Context: an optimization exercise on an open-source flow, tuned for small area, a short achievable clock period and few clock cycles. The choices shown serve that exercise and are no tape-out recipe.
Only simulation tests tie the RTL to the original design; equivalence was not proved.
Power and IR drop assume default switching activity.

v6:
## RV32I_Processor
module RV32I_Processor(
    input         clk,
    input         rst,
    output [31:0] imem_addr,
    input  [31:0] imem_rdata,
    output [31:0] dmem_addr,
    output [31:0] dmem_wdata,
    output        dmem_we,
    input  [31:0] dmem_rdata
);
    reg        RegWriteW, LoadW, MemWriteW;
    reg [4:0]  RdW;
    reg [31:0] ResultW, WriteDataW;
    wire [31:0] WBDataW = LoadW ? dmem_rdata : ResultW;
    reg        RegWriteR;
    reg [4:0]  RdR;
    reg [31:0] WBDataR;
    reg FlushR;
    reg  [31:2] PCF;
    wire [31:2] PCPlus4F = PCF + 30'd1;
    assign imem_addr = {PCF, 2'b00};
    reg         BtbValid;
    reg  [11:2] BtbTag, BtbTarget;
    wire        BtbHitF = BtbValid & (PCF[31:12] == 20'd0) & (PCF[11:2] == BtbTag);
    wire        pdJAL = imem_rdata[6] & imem_rdata[3];
    wire        pdBr  = imem_rdata[6] & ~imem_rdata[2];
    wire [20:0] pdImmJ = {imem_rdata[31], imem_rdata[19:12], imem_rdata[20], imem_rdata[30:21], 1'b0};
    wire [20:0] pdImmB = {{9{imem_rdata[31]}}, imem_rdata[7], imem_rdata[30:25], imem_rdata[11:8], 1'b0};
    wire [20:2] pdImmBJ = imem_rdata[3] ? pdImmJ[20:2] : pdImmB[20:2];
    reg         ValidDr, BtbHitD, isJALD, isBrD;
    reg  [31:0] InstrD;
    reg  [31:2] PCD;
    reg  [20:2] ImmBJD;    
    wire        ValidD = ValidDr & ~FlushR;
    wire [2:0] f3D  = InstrD[14:12];
    wire [4:0] Rs1D = InstrD[19:15];
    wire [4:0] Rs2D = InstrD[24:20];
    wire [4:0] RdD  = InstrD[11:7];
  ...
For scale: roughly 160 I/O pins.
export LEC_CHECK = 0
export CAP_MARGIN = 20
export CORE_MARGIN = 2
export CORE_UTILIZATION = 55
export CTS_CLUSTER_DIAMETER = 100
export CTS_CLUSTER_SIZE = 25
export PLACE_DENSITY = 0.7
export SLEW_MARGIN = 20
create_clock -name core_clock -period 11.0 [get_ports {clk}]
standard.sh (not shown) runs the stock make flow with config.mk's settings and CLKGATE_MAP_FILE= SYNTH_SCRIPT=/design/flow/synth_recipe.tcl, a recipe that flattens the netlist after the stock synthesis.
==> flow/flow/run.sh <==
#!/bin/bash
# Standard layout, with timing repair aiming for a larger setup slack.
set -euo pipefail
bash standard.sh SETUP_SLACK_MARGIN=7.5 finish > standard_flow.log 2>&1
v6 went all the way through synthesis, placement and routing and the layout is clean on timing, DRC and antenna.
Testbench counts of v6, summed over its fixed seeds: cycles 61,321.
#### Input delta (v7 over v6)
-- flow/design.v --
<<< v6, line 102
    reg [4:0]  RdW;
    reg [31:0] ResultW, WriteDataW;
    wire [31:0] WBDataW = LoadW ? dmem_rdata : ResultW;
    reg        RegWriteR;
    reg [4:0]  RdR;
    reg [31:0] WBDataR;
    reg FlushR;
    reg  [31:2] PCF;
>>> v7, line 102
    reg [4:0]  RdW;
    reg [31:0] ResultW, WriteDataW;
    reg [31:0] MemAddrW;
    wire [31:0] WBDataW = LoadW ? dmem_rdata : ResultW;
    reg FlushR;
    reg  [31:2] PCF;
<<< v6, line 141
    wire [31:0] RD1D, RD2D;
    Register_file rf (
        .clk(clk), .WE3(RegWriteR), .WD3(WBDataR),
        .A1(Rs1D), .A2(Rs2D), .A3(RdR),
        .RD1(RD1D), .RD2(RD2D)
    );
>>> v7, line 139
    wire [31:0] RD1D, RD2D;
    Register_file rf (
        .clk(clk), .WE3(RegWriteW), .WD3(WBDataW),
        .A1(Rs1D), .A2(Rs2D), .A3(RdW),
        .RD1(RD1D), .RD2(RD2D)
    );
<<< v6, line 149
    reg         rRR;
    reg  [4:0]  RdE;
    wire        RegWriteE = RegWriteEr;
    wire        LoadE     = LoadEr;
    wire StallD, FwdAD, FwdBD, FwdSD;
    Hazard_unit hazard (
>>> v7, line 147
    reg         rRR;
    reg  [4:0]  RdE;
    wire        RegWriteE = RegWriteEr & ~FlushR;
    wire        LoadE     = LoadEr & ~FlushR;
    wire StallD, FwdAD, FwdBD, FwdSD;
    Hazard_unit hazard (
<<< v6, line 209
    wire        SubD    = isRD & (f3D == 3'b000) & InstrD[30];
    wire        BRs2D   = isRD | isBrD;
    wire        RfHit1 = RegWriteR & (RdR == Rs1D);
    wire        RfHit2 = RegWriteR & (RdR == Rs2D);
    wire a_rf = Rs1Live & ~WbHit1 & ~RfHit1;
    wire a_wr = Rs1Live & ~WbHit1 & RfHit1;
    wire a_ld = Rs1Live & WbHit1 & LoadW;
    wire a_rw = Rs1Live & WbHit1 & ~LoadW;
    wire s_rf = Rs2Live & ~WbHit2 & ~RfHit2;
    wire s_wr = Rs2Live & ~WbHit2 & RfHit2;
    wire s_ld = Rs2Live & WbHit2 & LoadW;
    wire s_rw = Rs2Live & WbHit2 & ~LoadW;
    wire [31:0] SubMask = {32{SubD}};
    wire [31:0] OpAD = ({32{a_rf}} & RD1D) | ({32{a_ld}} & dmem_rdata) | ({32{a_wr}} & WBDataR) |
                       ({32{a_rw}} & ResultW) | ({32{isAUIPCD}} & {PCD, 2'b00});
    wire [31:0] Rs2ValD = ({32{s_rf}} & RD2D) | ({32{s_ld}} & dmem_rdata) | ({32{s_wr}} & WBDataR) |
                          ({32{s_rw}} & ResultW);
    wire [31:0] OpBD = ({32{s_rf & BRs2D}} & (RD2D ^ SubMask)) |
                       ({32{s_wr & BRs2D}} & (WBDataR ^ SubMask)) |
                       ({32{s_ld & BRs2D}} & (dmem_rdata ^ SubMask)) |
                       ({32{s_rw & BRs2D}} & (ResultW ^ SubMask)) |
>>> v7, line 207
    wire        SubD    = isRD & (f3D == 3'b000) & InstrD[30];
    wire        BRs2D   = isRD | isBrD;
    wire a_rf = Rs1Live & ~WbHit1;
    wire a_ld = Rs1Live & WbHit1 & LoadW;
    wire a_rw = Rs1Live & WbHit1 & ~LoadW;
    wire s_rf = Rs2Live & ~WbHit2;
    wire s_ld = Rs2Live & WbHit2 & LoadW;
    wire s_rw = Rs2Live & WbHit2 & ~LoadW;
    wire [31:0] SubMask = {32{SubD}};
    wire [31:0] OpAD = ({32{a_rf}} & RD1D) | ({32{a_ld}} & dmem_rdata) |
                       ({32{a_rw}} & ResultW) | ({32{isAUIPCD}} & {PCD, 2'b00});
    wire [31:0] Rs2ValD = ({32{s_rf}} & RD2D) | ({32{s_ld}} & dmem_rdata) |
                          ({32{s_rw}} & ResultW);
    wire [31:0] OpBD = ({32{s_rf & BRs2D}} & (RD2D ^ SubMask)) |
                       ({32{s_ld & BRs2D}} & (dmem_rdata ^ SubMask)) |
                       ({32{s_rw & BRs2D}} & (ResultW ^ SubMask)) |
<<< v6, line 258
            rRR        <= 1'b0;
        end else begin
            RegWriteEr <= IssueE & WritesD;
            LoadEr     <= IssueE & WritesD & isLoadD;
            StoreEr    <= IssueE & isStoreD;
            JALREr     <= IssueE & isJALRD;
            rCond      <= BrSelD;
>>> v7, line 251
            rRR        <= 1'b0;
        end else begin
            RegWriteEr <= IssueD & WritesD;
            LoadEr     <= IssueD & WritesD & isLoadD;
            StoreEr    <= IssueD & isStoreD;
            JALREr     <= IssueE & isJALRD;
            rCond      <= BrSelD;
<<< v6, line 316
        if (rst) begin
            RegWriteW <= 1'b0;
            RegWriteR <= 1'b0;
            MemWriteW <= 1'b0;
        end else begin
            RegWriteW <= RegWriteE;
            RegWriteR <= RegWriteW;
            MemWriteW <= StoreEr;
        end
    end
    always @(posedge clk) begin
        LoadW      <= LoadEr;
        RdR        <= RdW;
        WBDataR    <= WBDataW;
        RdW        <= RdE;
        ResultW    <= ALUResultE | ({32{JumpLinkE}} & {AltE, 2'b00});
        WriteDataW <= SE;
    end
    assign dmem_addr  = ResultW;
    assign dmem_wdata = WriteDataW;
    assign dmem_we    = MemWriteW;
>>> v7, line 309
        if (rst) begin
            RegWriteW <= 1'b0;
            MemWriteW <= 1'b0;
        end else begin
            RegWriteW <= RegWriteE;
            MemWriteW <= StoreEr & ~FlushR;
        end
    end
    always @(posedge clk) begin
        LoadW      <= LoadEr;
        RdW        <= RdE;
        ResultW    <= ALUResultE | ({32{JumpLinkE}} & {AltE, 2'b00});
        WriteDataW <= SE;
        MemAddrW   <= ALUResultE;
    end
    assign dmem_addr  = MemAddrW;
    assign dmem_wdata = WriteDataW;
    assign dmem_we    = MemWriteW;
--- outcome ---
v7 ends up with a total length of routed met2 wires that is 4.6% lower than in v6. Of v6 and v7, the run reporting the lower die area was v7. Global-route usage over all layers ends up lower on v7. Changes observed in v7 relative to v6: total power of the final layout neither gained nor lost much; cell-internal power increased by about 1.5% relative to the old numbers; number of placed instances with taps included has decreased.
Testbench counts of v7, summed over its fixed seeds: cycles 61,321.

[static timing again, ports no longer ideal]
The results above use ideal ports. As a check the final layouts listed here were re-extracted and re-timed, cells and wires unchanged. Step 1: set_driving_cell puts a clkbuf_16 on clk and a buf_2 on each other input, an assumption about the parent block. Step 2 times the ports against the registers' clock, not the clock port: input delays grow and output delays shrink by t, the midpoint of the rising clock arrivals with the driver on. a / b / c = ideal / step 1 / step 2; a / b = the first two.
run | shift t [ns] | slack for setup (ns) | worst register clock-pin slew, ns | worst data-port slew with drivers (ns) | cell pins on the clock port's net
v6 | 0.791 | 7.381 / 7.381 / 6.763 | 0.12 / 0.12 | 0.05 | 1
v7 | 0.768 | 7.227 / 7.227 / 6.741 | 0.11 / 0.11 | 0.06 | 1
After both steps setup and hold are still met in every run listed. The setup slack of v6, which loses most, moves by 0.000 ns with the drivers and by -0.618 ns with both steps.
